Context: an optimization exercise on an open-source flow, tuned for small area. The choices shown serve that exercise and are no tape-out recipe.
Only simulation tests tie the RTL to the original design; equivalence was not proved.
The flow treats the clock pin as an ideal source. Dropping or thinning the clock tree relies on that and would not hold on a real chip.
Power is estimated from default activity; no workload was simulated.

## before
Design lcd_rgb_colorbar, start of the top module:
module lcd_rgb_colorbar (
    input clk,
    input rst_n,
    input  [23:0] lcd_rgb_i,
    output lcd_de,
    output [23:0] lcd_rgb_o,
    output lcd_bl,
    output lcd_rst,
    output lcd_hs,
    output lcd_vs
);
    wire run = (s != 3'd7);
    reg [1:0] pan;
    reg [2:0] s;
    reg [8:0] p;
    reg [0:0] vs;
    reg [9:0] q;
    wire [2:0] st = {lcd_rgb_i[7], lcd_rgb_i[15], lcd_rgb_i[23]};
    reg [1:0] pan_in;
    reg ok_in;
    always @(*) begin
        ok_in = 1'b1;
        case (st)
        3'b000: pan_in = 2'd2;
        3'b001: pan_in = 2'd3;
        3'b010: pan_in = 2'd0;
        3'b100: pan_in = 2'd3;
        3'b101: pan_in = 2'd1;
        default: begin pan_in = 2'bx; ok_in = 1'b0; end
        endcase
    end
    reg [8:0] p_in;
    reg [9:0] q_in;
    always @(*) begin
        case (pan_in)
        2'd0: begin p_in = 9'd144; q_in = 10'd364; end
        2'd1: begin p_in = 9'd219; q_in = 10'd520; end
        2'd2: begin p_in = 9'd402; q_in = 10'd17; end
        2'd3: begin p_in = 9'd355; q_in = 10'd359; end
        endcase
    end
    reg [2:0] s_nx;
  ...
Settings: LEC_CHECK=0, CAP_MARGIN=20, CORE_MARGIN=2, CORE_UTILIZATION=40, SLEW_MARGIN=20; clock period 12.5 ns.
standard.sh (not shown) runs the stock make flow with config.mk's settings and CLKGATE_MAP_FILE= SYNTH_SCRIPT=/design/flow/synth_recipe.tcl, a recipe that flattens the netlist after the stock synthesis.
==> flow/flow/run.sh <==
#!/bin/bash
# Own layout flow: the standard ORFS flow with these changes.
#  1. Synthesis is synth_recipe.tcl unchanged except for ABC's logic mapping:
#     flow/abc_hook.tcl maps the logic with each flow/abc*.script and keeps
#     the smallest result. Registers are mapped before ABC, so they are the
#     standard synthesis's.
#  2. Port buffers are sky130_fd_sc_hd__buf_1 (buffer_ports -buffer_cell).
#  3. CTS builds the clock tree from clkbuf_8 buffers, without dummy loads.
#  4. After CTS the root clock buffer is removed when it only drives the
#     few leaf buffers, which the clock port then drives (flow/post_cts.tcl).
#  5. One tie cell drives all the constant outputs (SKIP_REPAIR_TIE_FANOUT).
#  6. Global placement is not timing driven (the clock period leaves ample
#     slack), and Yosys's port buffers are removed at floorplan instead.
# Each tool's full output is kept in a log file in this folder.
set -euo pipefail
W=$(pwd)
F=$W/flow
{ echo "set ::own_abc_scripts [lsort [glob $F/abc*.script]]"; echo "set ::own_abc_stat $W/own_abc_stat.txt"; cat "$F/abc_hook.tcl" "$W/synth_recipe.tcl"; } > "$W/own_synth.tcl"
sed "s#SYNTH_SCRIPT=[^ ]*#SYNTH_SCRIPT=$W/own_synth.tcl ADDER_MAP_FILE=#" "$W/standard.sh" > "$W/own_standard.sh"
export BUFFER_PORTS_ARGS="-buffer_cell sky130_fd_sc_hd__buf_1"
export CTS_ARGS="-sink_clustering_enable -repair_clock_nets -dont_use_dummy_load -buf_list sky130_fd_sc_hd__clkbuf_8"
export POST_CTS_TCL="$F/post_cts.tcl"
export SKIP_REPAIR_TIE_FANOUT=1
export GPL_TIMING_DRIVEN=0
export REMOVE_ABC_BUFFERS=1
bash "$W/own_standard.sh" synth > "$W/log_synth.txt" 2>&1
bash "$W/own_standard.sh" finish > "$W/log_layout.txt" 2>&1
test -f "$W/out/final.def"
==> flow/flow/abc1.script <==
strash
&get -n
&deepsyn -T 20
&put
dch -f
amap
topo
==> flow/flow/abc2.script <==
strash
&get -n
&deepsyn -T 20 -S 7
&put
dch -f
map -a
topo
==> flow/flow/abc3.script <==
strash
dc2
balance; rewrite; refactor; balance; rewrite; rewrite -z; balance; refactor -z; rewrite -z; balance
dc2
balance; rewrite; refactor; balance; rewrite; rewrite -z; balance; refactor -z; rewrite -z; balance
dch -f
amap
topo
==> flow/flow/abc4.script <==
strash
&get -n
&deepsyn -T 20 -S 13
&put
dch -f
amap
topo
==> flow/flow/post_cts.tcl <==
# After CTS: the tree is one root buffer driving the leaf buffers. Drive the
# leaf buffers from the clock port directly and remove the root buffer (the
# port then feeds only the leaf buffers), then re-legalize.
set block [ord::get_db_block]
set clk_port_net [$block findNet clk]
foreach it [$clk_port_net getITerms] {
  set inst [$it getInst]
  set master [[$inst getMaster] getName]
  if {![string match "sky130_fd_sc_hd__clkbuf_*" $master]} { continue }
  set out_net ""
  foreach o [$inst getITerms] {
    if {[$o isOutputSignal]} { set out_net [$o getNet] }
  }
  if {$out_net eq ""} { continue }
  set loads {}
  set only_bufs 1
  foreach l [$out_net getITerms] {
    if {[$l getInst] eq $inst} { continue }
    lappend loads $l
    if {![string match "sky130_fd_sc_hd__clkbuf_*" [[[$l getInst] getMaster] getName]]} { set only_bufs 0 }
  }
  if {!$only_bufs || [llength $loads] > 4 || [llength $loads] == 0} { continue }
  puts "post_cts: removing root clock buffer [$inst getName] ([llength $loads] leaf buffers)"
  foreach l $loads { $l disconnect; $l connect $clk_port_net }
  $it disconnect
  odb::dbInst_destroy $inst
  odb::dbNet_destroy $out_net
}
detailed_placement
estimate_parasitics -placement
Other scripts of this flow, unchanged in this note and not shown: flow/flow/abc_hook.tcl
[inputs] after vs before
-- flow/flow/run.sh --
<<< before, line 3
#  1. Synthesis is synth_recipe.tcl unchanged except for ABC's logic mapping:
#     flow/abc_hook.tcl maps the logic with each flow/abc*.script and keeps
#     the smallest result. Registers are mapped before ABC, so they are the
#     standard synthesis's.
#  2. Port buffers are sky130_fd_sc_hd__buf_1 (buffer_ports -buffer_cell).
#  3. CTS builds the clock tree from clkbuf_8 buffers, without dummy loads.
#  4. After CTS the root clock buffer is removed when it only drives the
>>> after, line 3
#  1. Synthesis is synth_recipe.tcl unchanged except for ABC's logic mapping:
#     flow/abc_hook.tcl maps the logic with each flow/abc*.script (abc1-8
#     run &deepsyn with different seeds) and keeps the smallest result.
#     Registers are mapped before ABC, so they are the standard synthesis's.
#  2. Port buffers are sky130_fd_sc_hd__buf_1 (buffer_ports -buffer_cell).
#  3. CTS builds the clock tree from buf_6 buffers, without dummy loads.
#  4. After CTS the root clock buffer is removed when it only drives the
<<< before, line 20
export BUFFER_PORTS_ARGS="-buffer_cell sky130_fd_sc_hd__buf_1"
export CTS_ARGS="-sink_clustering_enable -repair_clock_nets -dont_use_dummy_load -buf_list sky130_fd_sc_hd__clkbuf_8"
export POST_CTS_TCL="$F/post_cts.tcl"
>>> after, line 20
export BUFFER_PORTS_ARGS="-buffer_cell sky130_fd_sc_hd__buf_1"
export CTS_ARGS="-sink_clustering_enable -repair_clock_nets -dont_use_dummy_load -buf_list sky130_fd_sc_hd__buf_6"
export POST_CTS_TCL="$F/post_cts.tcl"
==> flow/flow/abc0.script (new file) <==
strash
dc2
balance; rewrite; refactor; balance; rewrite; rewrite -z; balance; refactor -z; rewrite -z; balance
dc2
balance; rewrite; refactor; balance; rewrite; rewrite -z; balance; refactor -z; rewrite -z; balance
dch -f
amap
topo
==> flow/flow/abc1.script <==
strash
&get -n
&deepsyn -T 25 -S 1
&put
dch -f
amap
topo
==> flow/flow/abc2.script <==
strash
&get -n
&deepsyn -T 25 -S 2
&put
dch -f
amap
topo
==> flow/flow/abc3.script <==
strash
&get -n
&deepsyn -T 25 -S 3
&put
dch -f
amap
topo
==> flow/flow/abc4.script <==
strash
&get -n
&deepsyn -T 25 -S 4
&put
dch -f
amap
topo
==> flow/flow/abc5.script (new file) <==
strash
&get -n
&deepsyn -T 25 -S 5
&put
dch -f
amap
topo
==> flow/flow/abc6.script (new file) <==
strash
&get -n
&deepsyn -T 25 -S 6
&put
dch -f
amap
topo
==> flow/flow/abc7.script (new file) <==
strash
&get -n
&deepsyn -T 25 -S 7
&put
dch -f
amap
topo
==> flow/flow/abc8.script (new file) <==
strash
&get -n
&deepsyn -T 25 -S 8
&put
dch -f
amap
topo
-- flow/flow/post_cts.tcl --
<<< before, line 8
  set master [[$inst getMaster] getName]
  if {![string match "sky130_fd_sc_hd__clkbuf_*" $master]} { continue }
  set out_net ""
>>> after, line 8
  set master [[$inst getMaster] getName]
  if {![string match "sky130_fd_sc_hd__*buf_*" $master]} { continue }
  set out_net ""
<<< before, line 19
    lappend loads $l
    if {![string match "sky130_fd_sc_hd__clkbuf_*" [[[$l getInst] getMaster] getName]]} { set only_bufs 0 }
  }
>>> after, line 19
    lappend loads $l
    if {![string match "sky130_fd_sc_hd__*buf_*" [[[$l getInst] getMaster] getName]]} { set only_bufs 0 }
  }
Results
Relative to before, after degrades minimum clock period. According to the power report, total power for after is higher than for before. For initial standard-cell utilization of the core, after and before come out practically identical. before and after ended up with nearly the same die outline width. Re power density over cell area: after is 2.1 nW/um2 up on before. before → after: amount of wire on met2 after detailed routing picked up an extra about 2.6%, total buffers and inverters traversed by the critical path shows an increase of 1. The detailed-route wire length of after exceeds that of before by 68 um. Side by side, part of the cycle the worst path needs turned out higher in after than in before. after — utilization 0.22 points lower, before as reference.

========
== alpha ==
lcd_rgb_colorbar, a different RTL version from the one above (not shown whole).
Size: about 160 cells after synthesis, ~55 I/O pins, about 1400 µm² of cells after synthesis.
clock: 12.5 ns
lec_check: 0
cap_margin: 20
core_margin: 2
core_utilization: 40
slew_margin: 20
==> flow/flow/run.sh <==
#!/bin/bash
# Own layout flow: the standard ORFS flow with these changes.
#  1. Synthesis is synth_recipe.tcl unchanged except for ABC's logic mapping:
#     flow/abc_hook.tcl maps the logic with each flow/abc*.script (abc1-16
#     run &deepsyn with different seeds) and keeps the smallest result.
#     Registers are mapped before ABC, so they are the standard synthesis's.
#  2. Port buffers are sky130_fd_sc_hd__buf_1 (buffer_ports -buffer_cell).
#  3. CTS builds the clock tree from buf_6 buffers, without dummy loads.
#  4. After CTS the root clock buffer is removed when it only drives the
#     few leaf buffers, which the clock port then drives (flow/post_cts.tcl).
#  5. One tie cell drives all the constant outputs (SKIP_REPAIR_TIE_FANOUT).
#  6. Global placement is not timing driven (the clock period leaves ample
#     slack), and Yosys's port buffers are removed at floorplan instead.
# Each tool's full output is kept in a log file in this folder.
set -euo pipefail
W=$(pwd)
F=$W/flow
{ echo "set ::own_abc_scripts [lsort [glob $F/abc*.script]]"; echo "set ::own_abc_stat $W/own_abc_stat.txt"; cat "$F/abc_hook.tcl" "$W/synth_recipe.tcl"; } > "$W/own_synth.tcl"
sed "s#SYNTH_SCRIPT=[^ ]*#SYNTH_SCRIPT=$W/own_synth.tcl ADDER_MAP_FILE=#" "$W/standard.sh" > "$W/own_standard.sh"
export BUFFER_PORTS_ARGS="-buffer_cell sky130_fd_sc_hd__buf_1"
export CTS_ARGS="-sink_clustering_enable -repair_clock_nets -dont_use_dummy_load -buf_list sky130_fd_sc_hd__buf_6"
export POST_CTS_TCL="$F/post_cts.tcl"
export SKIP_REPAIR_TIE_FANOUT=1
export GPL_TIMING_DRIVEN=0
export REMOVE_ABC_BUFFERS=1
bash "$W/own_standard.sh" synth > "$W/log_synth.txt" 2>&1
bash "$W/own_standard.sh" finish > "$W/log_layout.txt" 2>&1
test -f "$W/out/final.def"
==> flow/flow/abc10.script <==
strash
&get -n
&deepsyn -T 25 -S 10
&put
dch -f
amap
topo
==> flow/flow/abc11.script <==
strash
&get -n
&deepsyn -T 25 -S 11
&put
dch -f
amap
topo
==> flow/flow/abc12.script <==
strash
&get -n
&deepsyn -T 25 -S 12
&put
dch -f
amap
topo
==> flow/flow/abc13.script <==
strash
&get -n
&deepsyn -T 25 -S 13
&put
dch -f
amap
topo
==> flow/flow/abc14.script <==
strash
&get -n
&deepsyn -T 25 -S 14
&put
dch -f
amap
topo
==> flow/flow/abc15.script <==
strash
&get -n
&deepsyn -T 25 -S 15
&put
dch -f
amap
topo
==> flow/flow/abc16.script <==
strash
&get -n
&deepsyn -T 25 -S 16
&put
dch -f
amap
topo
==> flow/flow/abc9.script <==
strash
&get -n
&deepsyn -T 25 -S 9
&put
dch -f
amap
topo
Other scripts of this flow, unchanged in this note and not shown: flow/flow/abc0.script, flow/flow/abc1.script, flow/flow/abc2.script, flow/flow/abc3.script, flow/flow/abc4.script, flow/flow/abc5.script, flow/flow/abc6.script, flow/flow/abc7.script, flow/flow/abc8.script, flow/flow/abc_hook.tcl, flow/flow/post_cts.tcl
> inputs changed (alpha -> beta)
diff --git a/flow/flow/run.sh b/flow/flow/run.sh
--- a/flow/flow/run.sh
+++ b/flow/flow/run.sh
@@ -4 +4 @@
-#     flow/abc_hook.tcl maps the logic with each flow/abc*.script (abc1-16
+#     flow/abc_hook.tcl maps the logic with each flow/abc*.script (abc1-8
removed: flow/flow/abc10.script
removed: flow/flow/abc11.script
removed: flow/flow/abc12.script
removed: flow/flow/abc13.script
removed: flow/flow/abc14.script
removed: flow/flow/abc15.script
removed: flow/flow/abc16.script
removed: flow/flow/abc9.script
Slew at the pin closest to its max-slew limit came out exactly the same in beta and alpha. Layout overhead on the synthesized area: beta vs alpha identical. As far as area taken by flip-flops and latches goes, alpha and beta are indistinguishable; the numbers are identical. Worst slew margin relative to its limit came out exactly the same in beta and alpha. beta -> alpha: wire length after detailed routing flat. Reported for beta and alpha, hold slack turned out identical to the last digit.

==> afterwards: timing with drivers on the ports <==
How much do the figures lean on ideal ports? The routed layouts below were timed once more, with nothing changed but the port constraints. Step 1: set_driving_cell puts a clkbuf_16 on clk and a buf_2 on each other input, an assumption about the parent block. Step 2 adds t to the input delays and takes it off the output delays; t is the mean of the earliest and latest rising clock arrival at the registers after step 1. Input paths then give back, and output paths get back, about the clock's delay inside the block. Slacks: no drivers / after step 1 / after step 2; pairs: no drivers / after step 1.
run	t, ns	setup WS [ns]	worst hold slack (ns)	clock arrival spread, ns	pins driven straight from the clock port
before	0.172	8.446 / 8.414 / 8.587	0.477 / 0.477 / 0.477	0.002 / 0.003	2
after	0.150	8.258 / 8.227 / 8.377	0.459 / 0.459 / 0.459	0.018 / 0.019	2
alpha	0.151	7.675 / 7.640 / 7.791	0.475 / 0.475 / 0.475	0.019 / 0.019	2
beta	0.151	7.675 / 7.640 / 7.791	0.475 / 0.475 / 0.475	0.019 / 0.019	2
After both steps every run listed still meets setup and hold.
